Source: an optimization exercise on an open RTL-to-GDS flow (aim: small area, a short achievable clock period and few clock cycles per item). Production flows keep margins and buffers that such runs may drop.
In this exercise RTL edits were held to simulation tests only and were not proved equivalent to the original.
Power figures rest on the tool's default switching activity, not on a simulated workload.

Design Final_p, start of the top module:
module Final_p(quotient, remainder, done, rowk, columnk, equal, clk, rst);
output [15:0] quotient, remainder;
output done;
input equal, clk, rst;
input [3:0] rowk, columnk;
function [4:0] add5;
	input [4:0] x;
	input [4:0] k;
	integer v;
	begin
		add5 = 5'd0;
		for (v = 0; v < 32; v = v + 1)
			if (x == v)
				add5 = v + k;
	end
endfunction
wire row_ok = (rowk == 4'd1) | (rowk == 4'd2) | (rowk == 4'd4) | (rowk == 4'd8);
wire col_ok = (columnk == 4'd1) | (columnk == 4'd2) | (columnk == 4'd4) | (columnk == 4'd8);
wire kv = row_ok & col_ok;
wire [3:0] d;
assign d[3] = rowk[3] | (rowk[2] & ~columnk[1]) | (rowk[1] & columnk[3]);
assign d[2] = rowk[3] | (rowk[1] & ~columnk[3]) | (rowk[0] & columnk[3]);
assign d[1] = ((rowk[3] | rowk[2]) & (columnk[3] | columnk[2])) |
              ((rowk[1] | rowk[0]) & (columnk[2] | columnk[1]));
assign d[0] = (rowk[3] & (columnk[3] | columnk[1])) | (rowk[2] & (columnk[3] | columnk[0])) |
              ((rowk[1] | rowk[0]) & (columnk[2] | columnk[0]));
reg prev_kv;
wire press = kv & ~prev_kv;
reg [2:0] cnt;		 
reg full;		 
reg [15:0] r;		 
reg [15:0] dv;		 
reg [15:0] q;		 
reg [4:0] p;		 
reg nz;			 
wire dnz = (d != 4'd0);
wire first = (cnt == 3'd4);
wire last = (cnt == 3'd7);
wire nzp = nz & ~first;					 
wire [3:0] nd = d[3] ? d : d[2] ? {d[2:0], 1'b0} : d[1] ? {d[1:0], 2'b0} : {d[0], 3'b0};
wire [4:0] pm1 = add5(p, 5'd31);
wire [4:0] pm2 = add5(p, 5'd30);
wire [4:0] pm3 = add5(p, 5'd29);
wire [4:0] pm4 = add5(p, 5'd28);
wire [4:0] pp1 = add5(p, 5'd1);
wire [4:0] pp2 = add5(p, 5'd2);
wire [4:0] pp3 = add5(p, 5'd3);
wire [4:0] pl = last ? (d[3] ? p : d[2] ? pp1 : d[1] ? pp2 : pp3)
                     : (d[3] ? pm4 : d[2] ? pm3 : d[1] ? pm2 : pm1);
reg [4:0] pa;
always @(*) begin
	case ({cnt[1:0], d[3], d[2], d[1]})
		5'b00100, 5'b00101, 5'b00110, 5'b00111: pa = 5'd12;
		5'b00010, 5'b00011: pa = 5'd11;
		5'b00001: pa = 5'd10;
		5'b00000: pa = 5'd9;
		5'b01100, 5'b01101, 5'b01110, 5'b01111: pa = 5'd8;
		5'b01010, 5'b01011: pa = 5'd7;
		5'b01001: pa = 5'd6;
		5'b01000: pa = 5'd5;
		5'b10100, 5'b10101, 5'b10110, 5'b10111: pa = 5'd4;
		5'b10010, 5'b10011: pa = 5'd3;
		5'b10001: pa = 5'd2;
		5'b10000: pa = 5'd1;
		5'b11100, 5'b11101, 5'b11110, 5'b11111: pa = 5'd0;
		5'b11010, 5'b11011: pa = 5'd31;
		5'b11001: pa = 5'd30;
		default: pa = 5'd29;
	endcase
end
reg [15:0] placed;
integer i, j;
always @(*) begin
  ...
Size: ~540 cells after synthesis, ~44 I/O pins, roughly 4800 sq um of cells after synthesis.
Settings: LEC_CHECK=0, CAP_MARGIN=20, CORE_MARGIN=2, CORE_UTILIZATION=40, SETUP_SLACK_MARGIN=1.0, SLEW_MARGIN=20; clock period 4.0 ns.
standard.sh (not shown) runs the stock make flow with config.mk's settings and CLKGATE_MAP_FILE= SYNTH_SCRIPT=/design/flow/synth_recipe.tcl, a recipe that flattens the netlist after the stock synthesis.
==> flow/flow/run.sh <==
#!/bin/bash
# ORFS layout with the standard.sh.  Differences from the standard layout:
#  - synthesis maps the logic with flow/abc_map.script (ABC's delay-oriented
#    mapping without its buffering and upsizing passes; sizing is left to the
#    resizer later in the flow).  Registers are mapped exactly as before.
#  - plain buffers on the ports, and the resizer may swap any cell for
#    another of the same function.
set -u
here=$(pwd)
rm -rf "$here/scripts"
cp -r "$FLOW_HOME/scripts" "$here/scripts"
cp "$here/flow/abc_map.script" "$here/scripts/abc_speed.script"
bash standard.sh finish \
  SCRIPTS_DIR="$here/scripts" \
  'BUFFER_PORTS_ARGS=-buffer_cell sky130_fd_sc_hd__buf_2' \
  MATCH_CELL_FOOTPRINT=0 > standard.log 2>&1
==> flow/flow/abc_map.script <==
&get -n
&st
&dch
&nf
&st
&syn2
&if -g -K 6
&synch2
&nf
&st
&syn2
&if -g -K 6
&synch2
&nf
&st
&syn2
&if -g -K 6
&synch2
&nf
&st
&syn2
&if -g -K 6
&synch2
&nf
&st
&syn2
&if -g -K 6
&synch2
&nf
&put
topo
stime -c
dnsize -c
Testbench counts at the start, summed over its fixed seeds: cycles 9,363, divisions 1,600.
Rerun with:
==> flow/flow/run.sh (replaced) <==
#!/bin/bash
# Standard ORFS layout, with plain buffers on the ports and the resizer free to
# swap any cell for another of the same function.
set -u
bash standard.sh finish \
  'BUFFER_PORTS_ARGS=-buffer_cell sky130_fd_sc_hd__buf_1' \
  MATCH_CELL_FOOTPRINT=0 > standard.log 2>&1
Settings changed: CTS_BUF_LIST from default to sky130_fd_sc_hd__clkbuf_8, CTS_CLUSTER_DIAMETER from default to 200, CTS_CLUSTER_SIZE from default to 40, SETUP_SLACK_MARGIN 1.0 to 1.5.
removed: flow/flow/abc_map.script
What happened: The new run went through all stages and came out clean; maximum frequency goes up by about 12%; wire length goes up by 14%; worst setup slack is better by 0.30 ns.

* * *

== zinc ==
The RTL this note starts from:
==> flow/design.v <==
`timescale 1ns / 1ps
`default_nettype none
module Final_p(quotient, remainder, done, rowk, columnk, equal, clk, rst);
output [15:0] quotient, remainder;
output done;
input equal, clk, rst;
input [3:0] rowk, columnk;
wire row_ok = (rowk == 4'd1) | (rowk == 4'd2) | (rowk == 4'd4) | (rowk == 4'd8);
wire col_ok = (columnk == 4'd1) | (columnk == 4'd2) | (columnk == 4'd4) | (columnk == 4'd8);
wire kv = row_ok & col_ok;
wire [3:0] d;
assign d[3] = rowk[3] | (rowk[2] & ~columnk[1]) | (rowk[1] & columnk[3]);
assign d[2] = rowk[3] | (rowk[1] & ~columnk[3]) | (rowk[0] & columnk[3]);
assign d[1] = ((rowk[3] | rowk[2]) & (columnk[3] | columnk[2])) |
              ((rowk[1] | rowk[0]) & (columnk[2] | columnk[1]));
assign d[0] = (rowk[3] & (columnk[3] | columnk[1])) | (rowk[2] & (columnk[3] | columnk[0])) |
              ((rowk[1] | rowk[0]) & (columnk[2] | columnk[0]));
reg prev_kv;
wire press = kv & ~prev_kv;
reg [2:0] cnt;		 
reg full;		 
reg [15:0] r;		 
reg [15:0] dv;		 
reg [15:0] q;		 
reg [4:0] p;		 
reg nz;			 
wire dnz = (d != 4'd0);
wire first = (cnt == 3'd4);
wire last = (cnt == 3'd7);
wire nzp = nz & ~first;					 
wire [3:0] nd = d[3] ? d : d[2] ? {d[2:0], 1'b0} : d[1] ? {d[1:0], 2'b0} : {d[0], 3'b0};
wire [2:0] pdec = ~cnt[2] ? 3'd1 : (nzp | d[3]) ? 3'd4 : d[2] ? 3'd3 : d[1] ? 3'd2 : 3'd1;
wire [4:0] pn = p - {2'b00, pdec};
reg [4:0] pa;
always @(*) begin
	case ({cnt[1:0], d[3], d[2], d[1]})
		5'b00100, 5'b00101, 5'b00110, 5'b00111: pa = 5'd12;
		5'b00010, 5'b00011: pa = 5'd11;
		5'b00001: pa = 5'd10;
		5'b00000: pa = 5'd9;
		5'b01100, 5'b01101, 5'b01110, 5'b01111: pa = 5'd8;
		5'b01010, 5'b01011: pa = 5'd7;
		5'b01001: pa = 5'd6;
		5'b01000: pa = 5'd5;
		5'b10100, 5'b10101, 5'b10110, 5'b10111: pa = 5'd4;
		5'b10010, 5'b10011: pa = 5'd3;
		5'b10001: pa = 5'd2;
		5'b10000: pa = 5'd1;
		5'b11100, 5'b11101, 5'b11110, 5'b11111: pa = 5'd0;
		5'b11010, 5'b11011: pa = 5'd31;
		5'b11001: pa = 5'd30;
		default: pa = 5'd29;
	endcase
end
wire [3:0] val = nzp ? d : nd;
wire [6:0] t = {3'b000, val} << p[1:0];
wire [4:0] nib;				 
assign nib[0] = (p[4:2] == 3'b111);
assign nib[1] = (p[4:2] == 3'b000);
assign nib[2] = (p[4:2] == 3'b001);
assign nib[3] = (p[4:2] == 3'b010);
assign nib[4] = (p[4:2] == 3'b011);
wire [15:0] placed;
genvar gi;
generate
	for (gi = 0; gi < 16; gi = gi + 1) begin : pl_bits
		if (gi % 4 == 3) begin : hi
			assign placed[gi] = nib[gi / 4 + 1] & t[3];
		end
		else begin : lo
			assign placed[gi] = (nib[gi / 4 + 1] & t[gi % 4]) | (nib[gi / 4] & t[gi % 4 + 4]);
		end
	end
endgenerate
wire run = ~((p[4:2] == 3'b011) | (p[4:2] == 3'b100) | (p[4:2] == 3'b101) | (p[4:2] == 3'b110));
wire step = full & run;
wire [16:0] diff = {1'b0, r} - {1'b0, dv};
wire ge = ~diff[16];
assign done = equal & full & ~run;
assign quotient = q;
assign remainder = r;
always @(posedge clk or posedge rst) begin
	if (rst) begin
		prev_kv <= 1'b0;
		cnt <= 3'd0;
		full <= 1'b0;
	end
	else begin
		prev_kv <= kv;
		if (press) begin
			cnt <= {cnt[2] ^ (cnt[1] & cnt[0]), cnt[1] ^ cnt[0], ~cnt[0]};
			full <= last;
		end
	end
end
always @(posedge clk) begin
	if (press & ~cnt[2])
		r <= {r[11:0], d};
	else if (step & ge)
		r <= diff[15:0];
	if ((press & cnt[2]) | step)
		dv <= cnt[2] ? ((first ? 16'd0 : dv) | placed) : {1'b0, dv[15:1]};
	if ((press & last) | step)
		q <= cnt[2] ? 16'd0 : {q[14:0], ge};
	if (press) begin
		if (~cnt[2]) begin
			if (cnt[1:0] == 2'd0)
				p <= dnz ? pa : 5'b11100;
			else if (~nz & dnz)
				p <= pa;
			nz <= (nz & (cnt[1:0] != 2'd0)) | dnz;
		end
		else begin
			nz <= nzp | dnz;
			if (nzp | dnz)
				p <= pn;
			else if (last)
				p <= 5'd11;		 
		end
	end
	else if (step)
		p <= pn;
end
endmodule
`default_nettype wire
export LEC_CHECK = 0
export CAP_MARGIN = 20
export CORE_MARGIN = 2
export CORE_UTILIZATION = 60
export PLACE_DENSITY = 0.75
export SETUP_SLACK_MARGIN = 1.2
export SLEW_MARGIN = 20
create_clock -name core_clock -period 4.0 [get_ports {clk}]
==> flow/flow/run.sh <==
#!/bin/bash
# The standard layout (standard.sh), with these make settings changed:
#  - plain sky130_fd_sc_hd__buf_1 cells as the port buffers (every port still gets one);
#  - MATCH_CELL_FOOTPRINT=0: the resizer may swap a cell for any other of the
#    same function;
#  - CTS_ARGS: clock tree synthesis without dummy loads.
# Synthesis is the standard one.  The full make output goes to standard.log.
set -u
bash standard.sh finish \
  'BUFFER_PORTS_ARGS=-buffer_cell sky130_fd_sc_hd__buf_1' \
  MATCH_CELL_FOOTPRINT=0 \
  'CTS_ARGS=-sink_clustering_enable -repair_clock_nets -dont_use_dummy_load -buf_list sky130_fd_sc_hd__clkbuf_4 -sink_clustering_size 40 -sink_clustering_max_diameter 200' > standard.log 2>&1
zinc completed; timing, DRC and antenna clean
Testbench counts of zinc, summed over its fixed seeds: cycles 9,363, divisions 1,600.
What tundra does differently from zinc at the input level:
Settings: a change of CORE_UTILIZATION from 60 to 65; a change of SETUP_SLACK_MARGIN from 1.2 to 1.3; an added TNS_END_PERCENT of 10; a change of PLACE_DENSITY from 0.75 to 0.8.
diff --git a/flow/flow/run.sh b/flow/flow/run.sh
--- a/flow/flow/run.sh
+++ b/flow/flow/run.sh
@@ -12 +12 @@
-  'CTS_ARGS=-sink_clustering_enable -repair_clock_nets -dont_use_dummy_load -buf_list sky130_fd_sc_hd__clkbuf_4 -sink_clustering_size 40 -sink_clustering_max_diameter 200' > standard.log 2>&1
+  'CTS_ARGS=-sink_clustering_enable -repair_clock_nets -dont_use_dummy_load -buf_list sky130_fd_sc_hd__clkbuf_8 -sink_clustering_size 40 -sink_clustering_max_diameter 200' > standard.log 2>&1
Results
From zinc to tundra the numbers moved as follows: post-route worst setup slack went up; worst hold slack now sits higher; post-route core utilization rose 8.8 points; overall via count from detail_route higher; share of the final layout cell area in sequential cells went down.
## Diff of input files: juniper against tundra
Settings: SETUP_SLACK_MARGIN changed from 1.3 to 1.4.
diff --git a/flow/flow/run.sh b/flow/flow/run.sh
--- a/flow/flow/run.sh
+++ b/flow/flow/run.sh
@@ -12 +12 @@
-  'CTS_ARGS=-sink_clustering_enable -repair_clock_nets -dont_use_dummy_load -buf_list sky130_fd_sc_hd__clkbuf_8 -sink_clustering_size 40 -sink_clustering_max_diameter 200' > standard.log 2>&1
+  'CTS_ARGS=-sink_clustering_enable -repair_clock_nets -dont_use_dummy_load -buf_list sky130_fd_sc_hd__clkbuf_4 -sink_clustering_size 40 -sink_clustering_max_diameter 200' > standard.log 2>&1
--- outcome ---
juniper vs. tundra: detailed-route wire length shows no meaningful change, detailed-placement wirelength estimate shows a reduction of 4.3%, setup slack shows a reduction of 5.5 ps.
Edits applied to the flow inputs when going from juniper to harbor:
Settings: SETUP_SLACK_MARGIN: 1.4 -> 1.2; TNS_END_PERCENT: 10 -> unset.
Notes after the runs:
Between harbor and juniper, the cell area after placement does not differ in any meaningful way. Sort juniper and harbor by power share of the clock group, ascending, and juniper comes first. Comparing juniper and harbor, global router's overall resource usage is lower on juniper. [diff] switching power, harbor relative to juniper: improvement. Min minimum clock period after layout across juniper and harbor: juniper. Against juniper, wire length after detailed routing in harbor came out better.

* * *

Setup of run A:
RTL: the design.v shown in full above, as it stands there.
export LEC_CHECK = 0
export CAP_MARGIN = 20
export CORE_MARGIN = 2
export CORE_UTILIZATION = 65
export PLACE_DENSITY = 0.8
export SETUP_SLACK_MARGIN = 1.25
export SLEW_MARGIN = 20
create_clock -name core_clock -period 4.0 [get_ports {clk}]
==> flow/flow/run.sh <==
#!/bin/bash
# The standard layout (standard.sh), with these make settings changed:
#  - plain sky130_fd_sc_hd__buf_1 cells as the port buffers (every port still gets one);
#  - MATCH_CELL_FOOTPRINT=0: the resizer may swap a cell for any other of the
#    same function;
#  - CTS_ARGS: clock tree synthesis without dummy loads.
# Synthesis is the standard one.  The full make output goes to standard.log.
set -u
bash standard.sh finish \
  'BUFFER_PORTS_ARGS=-buffer_cell sky130_fd_sc_hd__buf_1' \
  MATCH_CELL_FOOTPRINT=0 \
  'CTS_ARGS=-sink_clustering_enable -repair_clock_nets -dont_use_dummy_load -buf_list sky130_fd_sc_hd__clkbuf_4 -sink_clustering_size 40 -sink_clustering_max_diameter 200' > standard.log 2>&1
Testbench counts of run A, summed over its fixed seeds: cycles 9,363, divisions 1,600.
[inputs] run B vs run A
- changing SETUP_SLACK_MARGIN from 1.25 to 1.2
==> flow/flow/run.sh <==
#!/bin/bash
set -u
bash standard.sh finish \
  ADDER_MAP_FILE= \
  'BUFFER_PORTS_ARGS=-buffer_cell sky130_fd_sc_hd__buf_1' \
  MATCH_CELL_FOOTPRINT=0 \
  'CTS_ARGS=-sink_clustering_enable -repair_clock_nets -dont_use_dummy_load -buf_list sky130_fd_sc_hd__clkbuf_4 -sink_clustering_size 40 -sink_clustering_max_diameter 200' > standard.log 2>&1
Results
Compared with run A, in run B H-tree depth about even; power share of the combinational group fell 7.5 points; worst slew margin relative to its limit rose 0.76 points. Non-clock buffer count (run B over run A): increase, about 15%. met1 track utilization from global routing is higher on run B. Compared with run A, run B shows total power that has gone down by more than 10%. The standard cells in run B occupy less silicon area than those in run A do.
Relative to run B, the following input files were edited for run C:
==> flow/flow/run.sh <==
#!/bin/bash
# The standard layout (standard.sh), with these make settings changed:
#  - plain sky130_fd_sc_hd__buf_1 cells as the port buffers (every port still gets one);
#  - MATCH_CELL_FOOTPRINT=0: the resizer may swap a cell for any other of the
#    same function;
#  - CTS_ARGS: clock tree synthesis without dummy loads.
# Synthesis is the standard one.  The full make output goes to standard.log.
set -u
bash standard.sh finish \
  'BUFFER_PORTS_ARGS=-buffer_cell sky130_fd_sc_hd__buf_1' \
  MATCH_CELL_FOOTPRINT=0 \
  'CTS_ARGS=-sink_clustering_enable -repair_clock_nets -dont_use_dummy_load -buf_list sky130_fd_sc_hd__clkbuf_8 -sink_clustering_size 40 -sink_clustering_max_diameter 200' > standard.log 2>&1
[summary]
- Higher net count after synthesis among run C and run B: run C
- Fill cell total of the finished layout is lower on run B
- Run comparison: run C commonest non-fill, non-tap cell in the layout sky130_fd_sc_hd__edfxtp_1; run B commonest non-fill, non-tap cell in the layout sky130_fd_sc_hd__nor2_1
- Any difference in total length of routed wires between run C and run B is small enough to ignore.
- Per the comparison of run C with run B, fmax increased by 8.9 MHz relative to the old numbers, power increased by 680 uW relative to the old numbers.
- Between run C and run B, the clock skew after layout figures differ only marginally.
- Hold slack (lower): run B
- Re count of cells resized by post-cts repair: run C is 1 up on run B.

-- static timing again, ports no longer ideal --
No port has a modelled driver above. Below, the same layouts with a new extraction and two added sets of constraints.
Step 1: set_driving_cell puts a clkbuf_16 on clk and a buf_2 on each other input, an assumption about the parent block.
Step 2 times the ports against the registers' clock, not the clock port: input delays grow and output delays shrink by t, the midpoint of the rising clock arrivals with the driver on.
Slacks: ideal / step 1 / step 2; pairs: ideal / step 1.
run | shift t [ns] | setup slack, ns | worst setup path after step 2 | worst slew at a driven data input, ns | cell pins on the clock port's net
the first run of note 1 | 0.376 | 1.124 / 1.144 / 0.768 | input to register | 0.03 | 1
the second run of note 1 | 0.384 | 1.428 / 1.435 / 1.052 | input to register | 0.03 | 1
zinc | 0.410 | 1.328 / 1.328 / 1.000 | input to register | 0.03 | 1
tundra | 0.363 | 1.352 / 1.352 / 1.013 | input to register | 0.03 | 1
juniper | 0.419 | 1.347 / 1.354 / 0.934 | input to register | 0.03 | 1
harbor | 0.420 | 1.333 / 1.333 / 0.957 | input to register | 0.03 | 1
run A | 0.419 | 1.410 / 1.410 / 1.036 | input to register | 0.03 | 1
run B | 0.415 | 1.260 / 1.260 / 0.915 | input to register | 0.03 | 1
run C | 0.365 | 1.325 / 1.325 / 1.014 | input to register | 0.03 | 1
After both steps setup and hold are still met in every run listed. The setup slack of juniper, which loses most, moves by +0.007 ns with the drivers and by -0.413 ns with both steps.
